What follows belongs to an exercise in optimizing a design on an open flow for small area; a production flow would make more cautious choices. In this exercise RTL edits were held to simulation tests only and were not proved equivalent to the original.

==> job 1163: inputs <==
// smart_pill_box
module smart_pill_box(
	input              clk,
	input              rst_n,
	input      [4:1]   c,
	output     [4:1]   r,
	output             lcd_rs,
	output             lcd_rw,
	output             lcd_en,
	output     [7:0]   lcd_data,
	output             beep,
	output     [7:0]   row,
	output     [7:0]   r_col,
	output     [7:0]   g_col
	);
==> flow/config.mk <==
export PLATFORM = sky130hd
export DESIGN_NAME = smart_pill_box
export DESIGN_NICKNAME = smart_pill_box
export VERILOG_FILES = /design/flow/design.v
export SDC_FILE = /design/flow/constraint.sdc
export NUM_CORES = 4
export LEC_CHECK = 0
export ABC_AREA = 1
export CAP_MARGIN = 20
export CORE_MARGIN = 2
export CORE_UTILIZATION = 50
export CTS_BUF_LIST = sky130_fd_sc_hd__clkbuf_16
export CTS_CLUSTER_DIAMETER = 80
export CTS_CLUSTER_SIZE = 24
export SLEW_MARGIN = 20
==> flow/constraint.sdc <==
create_clock -name core_clock -period 12.0 [get_ports {clk}]
set_input_delay 2.4000 -clock core_clock [delete_from_list [all_inputs] [get_ports {clk}]]
set_output_delay 2.4000 -clock core_clock [all_outputs]
set_load 0.01 [all_outputs]
standard.sh (not shown) runs the stock make flow with config.mk's settings and CLKGATE_MAP_FILE= SYNTH_SCRIPT=/design/flow/synth_recipe.tcl, a recipe that flattens the netlist after the stock synthesis.
==> flow/flow/run.sh <==
#!/bin/bash
# Layout flow: the standard synthesis, then the combinational logic of
# that netlist is mapped again with a stronger ABC script (the registers,
# their names and cell types are kept as they are), then the standard
# layout from floorplan to finish on the new netlist.
set -euo pipefail
W=$(pwd)
F=$W/flow
R=$W/orfs/results/$FLOW_PLATFORM/smart_pill_box/base
LIB=$FLOW_HOME/platforms/sky130hd/lib/sky130_fd_sc_hd__tt_025C_1v80.lib

bash standard.sh synth > $W/synth.log 2>&1

cp $R/1_2_yosys.v $W/std_synth.v
# register cell types of the standard synthesis, kept as black boxes
FLOPS=$(grep -o 'sky130_fd_sc_hd__[a-z0-9_]*' $W/std_synth.v | sort -u | grep -E '__(df|sdf|edf|dl)' | tr '\n' ' ')
DONT_USE=$(sed -n '/DONT_USE_CELLS/,/^$/p' $FLOW_HOME/platforms/sky130hd/config.mk | tr -d '\\' | tr ' \t' '\n\n' | grep '^sky130' | sed 's/^/-dont_use /' | tr '\n' ' ')
cat > $W/remap.ys <<EOT
read_liberty -ignore_miss_func $LIB
read_verilog $W/std_synth.v
hierarchy -top $FLOW_TOP
setattr -mod -set keep_hierarchy 1 $FLOPS
flatten
opt_clean
tee -o $W/remap_before.txt stat -liberty $LIB
abc -liberty $LIB $DONT_USE -script $F/remap.abc
opt_clean -purge
splitnets
opt_clean -purge
hilomap -singleton -hicell sky130_fd_sc_hd__conb_1 HI -locell sky130_fd_sc_hd__conb_1 LO
insbuf -buf sky130_fd_sc_hd__buf_4 A X
select $FLOW_TOP
tee -o $W/remap_after.txt stat -liberty $LIB
write_verilog -noattr -nohex -nodec -selected $W/remapped.v
EOT
yosys -s $W/remap.ys > $W/remap.log 2>&1

cp $W/remapped.v $R/1_2_yosys.v
rm -f $R/1_synth.odb $R/1_synth.sdc
bash standard.sh finish > $W/finish.log 2>&1
==> flow/flow/remap.abc <==
strash
&get -n
&fraig -x
&deepsyn -T 60
&put
strash
&get -n
&dch -f
&nf -a -R 1000
&put
strash
&get -n
&dch -f
&nf -a -R 1000
&put
==> job 9810 (differences from job 1163) <==
--- a/flow/design.v
+++ b/flow/design.v
@@ -29,34 +29,33 @@
 	4'b0000: classify = 3'b000;
 	4'b0001: classify = 3'b100;
 	4'b0010: classify = 3'b101;
 	4'b0100: classify = 3'b110;
 	4'b1000: classify = 3'b111;
 	default: classify = 3'b001;
 	endcase
 endfunction
-wire [2:0] k1 = classify(~c & n1);
-wire [2:0] k2 = classify(~c & n2);
-wire [2:0] k3 = classify(~c & n3);
-wire [2:0] k4 = classify(~c & n4);
+wire [4:1] smp = r_n & ~r;
+wire [4:1] nsel = ({4{smp[1]}} & n1) | ({4{smp[2]}} & n2) | ({4{smp[3]}} & n3) | ({4{smp[4]}} & n4);
+wire [2:0] k = classify(~c & nsel);
 always @(posedge clk or negedge rst_n)
 	if (!rst_n) begin
 		n1 <= 4'd0; n2 <= 4'd0; n3 <= 4'd0; n4 <= 4'd0;
 		cls1 <= 3'd0; cls2 <= 3'd0; cls3 <= 2'd0; cls4 <= 2'd0;
 	end else begin
-		if (r_n[1] & ~r[1]) begin n1 <= ~c; cls1 <= k1; end
-		if (r_n[2] & ~r[2]) begin n2 <= ~c; cls2 <= k2; end
-		if (r_n[3] & ~r[3]) begin
+		if (smp[1]) begin n1 <= ~c; cls1 <= k; end
+		if (smp[2]) begin n2 <= ~c; cls2 <= k; end
+		if (smp[3]) begin
 			n3 <= ~c;
-			cls3 <= k3[2] ? ((k3[1:0] == 2'd0) ? 2'd1 : 2'd2) : {k3[0], k3[0]};
+			cls3 <= k[2] ? ((k[1:0] == 2'd0) ? 2'd1 : 2'd2) : {k[0], k[0]};
 		end
-		if (r_n[4] & ~r[4]) begin
+		if (smp[4]) begin
 			n4 <= ~c;
-			cls4 <= k4[2] ? 2'd1 : {k4[0], k4[0]};
+			cls4 <= k[2] ? 2'd1 : {k[0], k[0]};
 		end
 	end
 always @(posedge clk or negedge rst_n)
 	if (!rst_n)
 		kf <= 4'b0000;
 	else begin
 		if (~r[1]) kf[0] <= (cls1 != 3'd0);
 		if (~r[2]) kf[1] <= (cls2 != 3'd0);
@@ -72,24 +71,23 @@
 	4'b0001: if (cls1[2]) kcode_n = {2'b00, cls1[1:0]}; else hold = 1'b1;
 	4'b0010: if (cls2[2]) kcode_n = {2'b01, cls2[1:0]}; else hold = 1'b1;
 	4'b0100: if (cls3 == 2'd1) kcode_n = 4'd8; else if (cls3 != 2'd2) hold = 1'b1;
 	4'b1000: if (cls4 != 2'd1) hold = 1'b1;
 	4'b0000: ;
 	default: hold = 1'b1;
 	endcase
 end
+always @(posedge clk)
+	if (!hold) kx <= ~kcode_n;
 always @(posedge clk or negedge rst_n)
-	if (!rst_n) begin
-		kx <= 4'd0;
+	if (!rst_n)
 		ch <= 3'b000;
-	end else begin
-		if (!hold) kx <= ~kcode_n;
+	else
 		ch <= {ch[1:0], ~hold & (~kcode_n != kx)};
-	end
 assign kcode = ~kx;
 assign kev = ch[2];
 endmodule
 module smart_pill_box_ctl(
 	input              clk,
 	input              rst_n,
 	input      [3:0]   kcode,
 	input              kev,
@@ -121,22 +119,31 @@
 reg  [7:0] t250;
 wire clk_1hz = (t1s == T1_END);
 wire clk_2hz = (t500 == T2_END);
 wire clk_4hz = (t250 == T4_END);
 wire [9:0] t1s_nx  = {t1s[8:0], ~(t1s[2] ^ t1s[9])};
 wire [8:0] t500_nx = {t500[7:0], ~(t500[3] ^ t500[8])};
 wire [7:0] t250_nx = {t250[6:0], ~(t250[0] ^ t250[1] ^ t250[6] ^ t250[7])};
 assign alarm_ctl = |af;
-wire [3:0] aidx = {2'b00, index} + (mode == 2'd2 ? 4'd3 : mode == 2'd3 ? 4'd6 : 4'd0);
-wire [4:0] sel_h  = ah[aidx];
-wire [5:0] sel_m  = am[aidx];
-wire [5:0] sel_s  = as[aidx];
-wire       sel_on = on[aidx];
-wire [8:0] asel = (mode == 2'd0) ? 9'd0 : (9'd1 << aidx);
+wire [17:0] bx [0:2];
+genvar gb;
+generate for (gb = 0; gb < 3; gb = gb + 1) begin : rd
+	assign bx[gb] = (index == 2'd0) ? {on[3*gb],   ah[3*gb],   am[3*gb],   as[3*gb]} :
+	                (index == 2'd1) ? {on[3*gb+1], ah[3*gb+1], am[3*gb+1], as[3*gb+1]} :
+	                                  {on[3*gb+2], ah[3*gb+2], am[3*gb+2], as[3*gb+2]};
+end endgenerate
+wire [17:0] selv = (mode == 2'd2) ? bx[1] : (mode == 2'd3) ? bx[2] : bx[0];
+wire [4:0] sel_h  = selv[16:12];
+wire [5:0] sel_m  = selv[11:6];
+wire [5:0] sel_s  = selv[5:0];
+wire       sel_on = selv[17];
+wire [2:0] mdec = {mode == 2'd3, mode == 2'd2, mode == 2'd1};
+wire [2:0] idec = {index == 2'd2, index == 2'd1, index == 2'd0};
+wire [8:0] asel = {{3{mdec[2]}} & idec, {3{mdec[1]}} & idec, {3{mdec[0]}} & idec};
 wire time_mode = (mode == 2'd0);
 wire chg0 = (change == 3'd0);
 wire [1:0] mode_n = (kf[3] & chg0) ? mode + 2'd1 : mode;
 wire to_time = (mode_n == 2'd0);
 wire [4:0] src_h = to_time ? hour : sel_h;
 wire [5:0] src_m = to_time ? min  : sel_m;
 wire [5:0] src_s = to_time ? sec  : sel_s;
 wire [5:0] fv   = (change == 3'd1) ? {1'b0, src_h} : (change == 3'd2) ? src_m : src_s;
@@ -194,23 +201,24 @@
 wire t1s0 = (t1s == 10'd0) | clk_1hz;
 wire [8:0] editing = asel & {9{~chg0}};
 always @(posedge clk or negedge rst_n)
 	if (!rst_n)
 		af <= 9'd0;
 	else
 		af <= (af & ~{9{kf[5]}}) | (~af & ~editing & on & match & {9{t1s0}});
 always @(posedge clk or negedge rst_n)
-	if (!rst_n) begin
-		t1s <= 10'd0; t500 <= 9'd0; t250 <= 8'd0;
-	end else begin
+	if (!rst_n)
+		t1s <= 10'd0;
+	else
 		t1s  <= ~run1s ? 10'd0 : clk_1hz ? 10'd1 : t1s_nx;
-		t500 <= chg0 ? 9'd0 : clk_2hz ? 9'd1 : t500_nx;
-		t250 <= ~(time_mode & alarm_ctl) ? 8'd0 : clk_4hz ? 8'd1 : t250_nx;
-	end
+always @(posedge clk) begin
+	t500 <= chg0 ? 9'd0 : clk_2hz ? 9'd1 : t500_nx;
+	t250 <= ~(time_mode & alarm_ctl) ? 8'd0 : clk_4hz ? 8'd1 : t250_nx;
+end
 always @(posedge clk or negedge rst_n)
 	if (!rst_n)
 		abc <= 2'd0;
 	else if (kf[6])
 		abc <= (abc == 2'd1) ? 2'd0 : 2'd1;
 	else if (kf[7])
 		abc <= (abc == 2'd2) ? 2'd0 : 2'd2;
 	else if (kf[8])
@@ -260,20 +268,18 @@
 wire [6:0] bm = bcd_ms(src_m);
 wire [6:0] bs = bcd_ms(src_s);
 wire [5:0] xh = xd[19:14];
 wire [6:0] xm = xd[13:7];
 wire [6:0] xs = xd[6:0];
 wire hbl = (xh == BLANK_H[5:0]);
 wire mbl = (xm == BLANK_M[6:0]);
 wire sbl = (xs == BLANK_M[6:0]);
-always @(posedge clk or negedge rst_n)
-	if (!rst_n) begin
-		xd <= 20'd0; xd_bl <= 1'b0; xd_on <= 1'b0;
-	end else if (time_mode & ~to_time) begin
+always @(posedge clk)
+	if (time_mode & ~to_time) begin
 		xd <= {2'd0, 4'd15, BLANK_M[6:0], BLANK_M[6:0]};
 		xd_bl <= 1'b1;
 	end else begin
 		case (change)
 		3'd0: begin xd <= {bh, bm, bs}; xd_bl <= 1'b0; xd_on <= sel_on; end
 		3'd1: begin
 			xd[13:0] <= {bm, bs}; xd_bl <= 1'b0; xd_on <= sel_on;
 			if (clk_2hz) xd[19:14] <= hbl ? bh : BLANK_H[5:0];
==> flow/flow/run.sh (replaced) <==
#!/bin/bash
# Layout flow: the standard synthesis, then the combinational logic of
# that netlist is mapped again with a stronger ABC script (the registers,
# their names and cell types are kept as they are), then the standard
# layout from floorplan to finish on the new netlist. Clock tree synthesis
# takes its options from flow/cts_args (ORFS's CTS_ARGS) and port buffering
# from flow/buffer_ports_args (ORFS's BUFFER_PORTS_ARGS) when they exist.
set -euo pipefail
W=$(pwd)
F=$W/flow
R=$W/orfs/results/$FLOW_PLATFORM/smart_pill_box/base
LIB=$FLOW_HOME/platforms/sky130hd/lib/sky130_fd_sc_hd__tt_025C_1v80.lib

bash standard.sh synth > $W/synth.log 2>&1

cp $R/1_2_yosys.v $W/std_synth.v
# register cell types of the standard synthesis, kept as black boxes
FLOPS=$(grep -o 'sky130_fd_sc_hd__[a-z0-9_]*' $W/std_synth.v | sort -u | grep -E '__(df|sdf|edf|dl)' | tr '\n' ' ')
DONT_USE=$(sed -n '/DONT_USE_CELLS/,/^$/p' $FLOW_HOME/platforms/sky130hd/config.mk | tr -d '\\' | tr ' \t' '\n\n' | grep '^sky130' | sed 's/^/-dont_use /' | tr '\n' ' ')
# four runs of the ABC script with different random seeds, in parallel;
# the smallest result is kept
for S in 0 1 2 3; do
  sed "s/@SEED@/$S/" $F/remap.abc > $W/remap_$S.abc
  cat > $W/remap_$S.ys <<EOT
read_liberty -ignore_miss_func $LIB
read_verilog $W/std_synth.v
hierarchy -top $FLOW_TOP
setattr -mod -set keep_hierarchy 1 $FLOPS
flatten
opt_clean
tee -o $W/remap_before_$S.txt stat -liberty $LIB
abc -liberty $LIB $DONT_USE -script $W/remap_$S.abc
opt_clean -purge
splitnets
opt_clean -purge
hilomap -singleton -hicell sky130_fd_sc_hd__conb_1 HI -locell sky130_fd_sc_hd__conb_1 LO
insbuf -buf sky130_fd_sc_hd__buf_4 A X
select $FLOW_TOP
tee -o $W/remap_after_$S.txt stat -liberty $LIB
write_verilog -noattr -nohex -nodec -selected $W/remapped_$S.v
EOT
  yosys -s $W/remap_$S.ys > $W/remap_$S.log 2>&1 &
done
wait
BEST=""; BEST_AREA=""
for S in 0 1 2 3; do
  A=$( (grep "Chip area for module" $W/remap_after_$S.txt || true) | awk '{print $NF}')
  if [[ -n "$A" && -s $W/remapped_$S.v ]]; then
    if [[ -z "$BEST" ]] || awk -v a="$A" -v b="$BEST_AREA" 'BEGIN{exit !(a < b)}'; then
      BEST=$S; BEST_AREA=$A
    fi
  fi
done
echo "remap: kept seed $BEST, area $BEST_AREA" > $W/remap_choice.txt
cp $W/remapped_$BEST.v $W/remapped.v

cp $W/remapped.v $R/1_2_yosys.v
rm -f $R/1_synth.odb $R/1_synth.sdc
if [[ -f $F/cts_args ]]; then
  export CTS_ARGS="$(cat $F/cts_args)"
fi
if [[ -f $F/buffer_ports_args ]]; then
  export BUFFER_PORTS_ARGS="$(cat $F/buffer_ports_args)"
fi
bash standard.sh finish > $W/finish.log 2>&1
==> flow/flow/buffer_ports_args (new file) <==
-buffer_cell sky130_fd_sc_hd__buf_1
==> flow/flow/cts_args (new file) <==
-sink_clustering_enable -repair_clock_nets -sink_clustering_size 28 -sink_clustering_max_diameter 80 -buf_list sky130_fd_sc_hd__clkbuf_16 -dont_use_dummy_load
==> flow/flow/remap.abc (replaced) <==
strash
&get -n
&fraig -x
&deepsyn -T 90 -S @SEED@
&put
strash
&get -n
&dch -f
&nf -a -R 1000
&put
strash
&get -n
&dch -f
&nf -a -R 1000
&put
==> flow/config.mk (replaced) <==
export PLATFORM = sky130hd
export DESIGN_NAME = smart_pill_box
export DESIGN_NICKNAME = smart_pill_box
export VERILOG_FILES = /design/flow/design.v
export SDC_FILE = /design/flow/constraint.sdc
export NUM_CORES = 4
export LEC_CHECK = 0
export ABC_AREA = 1
export CAP_MARGIN = 20
export CORE_MARGIN = 2
export CORE_UTILIZATION = 60
export CTS_BUF_LIST = sky130_fd_sc_hd__clkbuf_16
export CTS_CLUSTER_DIAMETER = 80
export CTS_CLUSTER_SIZE = 24
export SLEW_MARGIN = 20
==> job 2556 (differences from job 1163) <==
--- a/flow/flow/run.sh
+++ b/flow/flow/run.sh
@@ -1,13 +1,14 @@
 #!/bin/bash
 # Layout flow: the standard synthesis, then the combinational logic of
 # that netlist is mapped again with a stronger ABC script (the registers,
 # their names and cell types are kept as they are), then the standard
-# layout from floorplan to finish on the new netlist.
+# layout from floorplan to finish on the new netlist. Clock tree synthesis
+# takes its options from flow/cts_args (ORFS's CTS_ARGS) when that exists.
 set -euo pipefail
 W=$(pwd)
 F=$W/flow
 R=$W/orfs/results/$FLOW_PLATFORM/smart_pill_box/base
 LIB=$FLOW_HOME/platforms/sky130hd/lib/sky130_fd_sc_hd__tt_025C_1v80.lib
 
 bash standard.sh synth > $W/synth.log 2>&1
 
@@ -32,9 +33,12 @@
 select $FLOW_TOP
 tee -o $W/remap_after.txt stat -liberty $LIB
 write_verilog -noattr -nohex -nodec -selected $W/remapped.v
 EOT
 yosys -s $W/remap.ys > $W/remap.log 2>&1
 
 cp $W/remapped.v $R/1_2_yosys.v
 rm -f $R/1_synth.odb $R/1_synth.sdc
+if [[ -f $F/cts_args ]]; then
+  export CTS_ARGS="$(cat $F/cts_args)"
+fi
 bash standard.sh finish > $W/finish.log 2>&1
==> flow/flow/cts_args (new file) <==
-sink_clustering_enable -repair_clock_nets -sink_clustering_size 24 -sink_clustering_max_diameter 80 -buf_list sky130_fd_sc_hd__clkbuf_16 -dont_use_dummy_load
==> flow/config.mk (replaced) <==
export PLATFORM = sky130hd
export DESIGN_NAME = smart_pill_box
export DESIGN_NICKNAME = smart_pill_box
export VERILOG_FILES = /design/flow/design.v
export SDC_FILE = /design/flow/constraint.sdc
export NUM_CORES = 4
export LEC_CHECK = 0
export ABC_AREA = 1
export CAP_MARGIN = 20
export CORE_MARGIN = 2
export CORE_UTILIZATION = 60
export CTS_BUF_LIST = sky130_fd_sc_hd__clkbuf_16
export CTS_CLUSTER_DIAMETER = 80
export CTS_CLUSTER_SIZE = 24
export SLEW_MARGIN = 20
==> job 6236 (differences from job 1163) <==
==> flow/flow/remap.abc (replaced) <==
strash
&get -n
&fraig -x
&put
scorr
dc2
strash
&get -n
&dch -f
&nf -a -R 1000
&put
strash
&get -n
&dch -f
&nf -a -R 1000
&put
==> flow/config.mk (replaced) <==
export PLATFORM = sky130hd
export DESIGN_NAME = smart_pill_box
export DESIGN_NICKNAME = smart_pill_box
export VERILOG_FILES = /design/flow/design.v
export SDC_FILE = /design/flow/constraint.sdc
export NUM_CORES = 4
export LEC_CHECK = 0
export ABC_AREA = 1
export CAP_MARGIN = 20
export CORE_MARGIN = 2
export CORE_UTILIZATION = 50
export CTS_BUF_LIST = sky130_fd_sc_hd__clkbuf_8
export CTS_CLUSTER_DIAMETER = 60
export CTS_CLUSTER_SIZE = 16
export SLEW_MARGIN = 20
==> summary.txt <==
| metric | job 9810 | job 2556 | job 1163 | job 6236 |
|---|---|---|---|---|
| Run status | no timing/DRC/antenna violations | no timing/DRC/antenna violations | no timing/DRC/antenna violations | no timing/DRC/antenna violations |
| Critical path's largest stage delay | 0.73 ns | 0.89 ns | 0.72 ns | 0.60 ns |
| Fmax | 151 MHz | 176 MHz | 170 MHz | 185 MHz |
| Num tapcells | 402 | 442 | 518 | 525 |
| Data arrival, critical path | 7.01 ns | 6.08 ns | 6.35 ns | 5.93 ns |
| Filler Cells Inserted | 2631 | 2715 | 3543 | 3639 |
| Final core area utilization | 65.2% | 65.5% | 55.9% | 55.9% |
| Total number of H-tree levels | 1 | 1 | 1 | 2 |
| Reg-to-reg critical path endpoint | smart_pill_box_ctl_inst.am[3][5]$_DFFE_PN0P_ | smart_pill_box_ctl_inst.am[1][5]$_DFFE_PN0P_ | smart_pill_box_ctl_inst.am[2][4]$_DFFE_PN0P_ | smart_pill_box_ctl_inst.sec[3]$_DFFE_PN0P_ |
| Initial antenna violation count | 2 | 1 | 2 | 1 |
| Period utilisation layout | 55.2% | 47.3% | 49.0% | 45.0% |
| Highest-delay cell along the critical path | xor2_1 | o22a_1 | o41ai_1 | dfrtp_1 |
| Largest net degree at the start of global routing | 70 | 186 | 119 | 107 |

-- static timing again, ports no longer ideal --
Ports are ideal in the flow. The routed layouts listed here were re-timed in OpenROAD.
Step 1 (the two cells are an assumption about what drives the block):
set clk [get_ports {clk}]
set_driving_cell -lib_cell sky130_fd_sc_hd__clkbuf_16 $clk
set_driving_cell -lib_cell sky130_fd_sc_hd__buf_2 [delete_from_list [all_inputs] $clk]
Step 2 moves the port delays by t, midway between the first and last clock arrival at a register: inputs arrive t later, outputs are due t later. That takes back most of the time a late clock gives input paths.
Three values: no drivers, after step 1, after step 2; two values: the first two.
run | shift t [ns] | slack for setup (ns) | slew at the worst register clock pin (ns)
job 1163 | 0.639 | 6.126 / 6.126 / 6.126 | 0.10 / 0.10
job 9810 | 0.591 | 5.378 / 5.378 / 5.378 | 0.11 / 0.11
job 2556 | 0.591 | 6.319 / 6.319 / 6.319 | 0.11 / 0.11
job 6236 | 0.696 | 6.603 / 6.603 / 6.603 | 0.11 / 0.11
After both steps setup and hold are still met in every run listed.
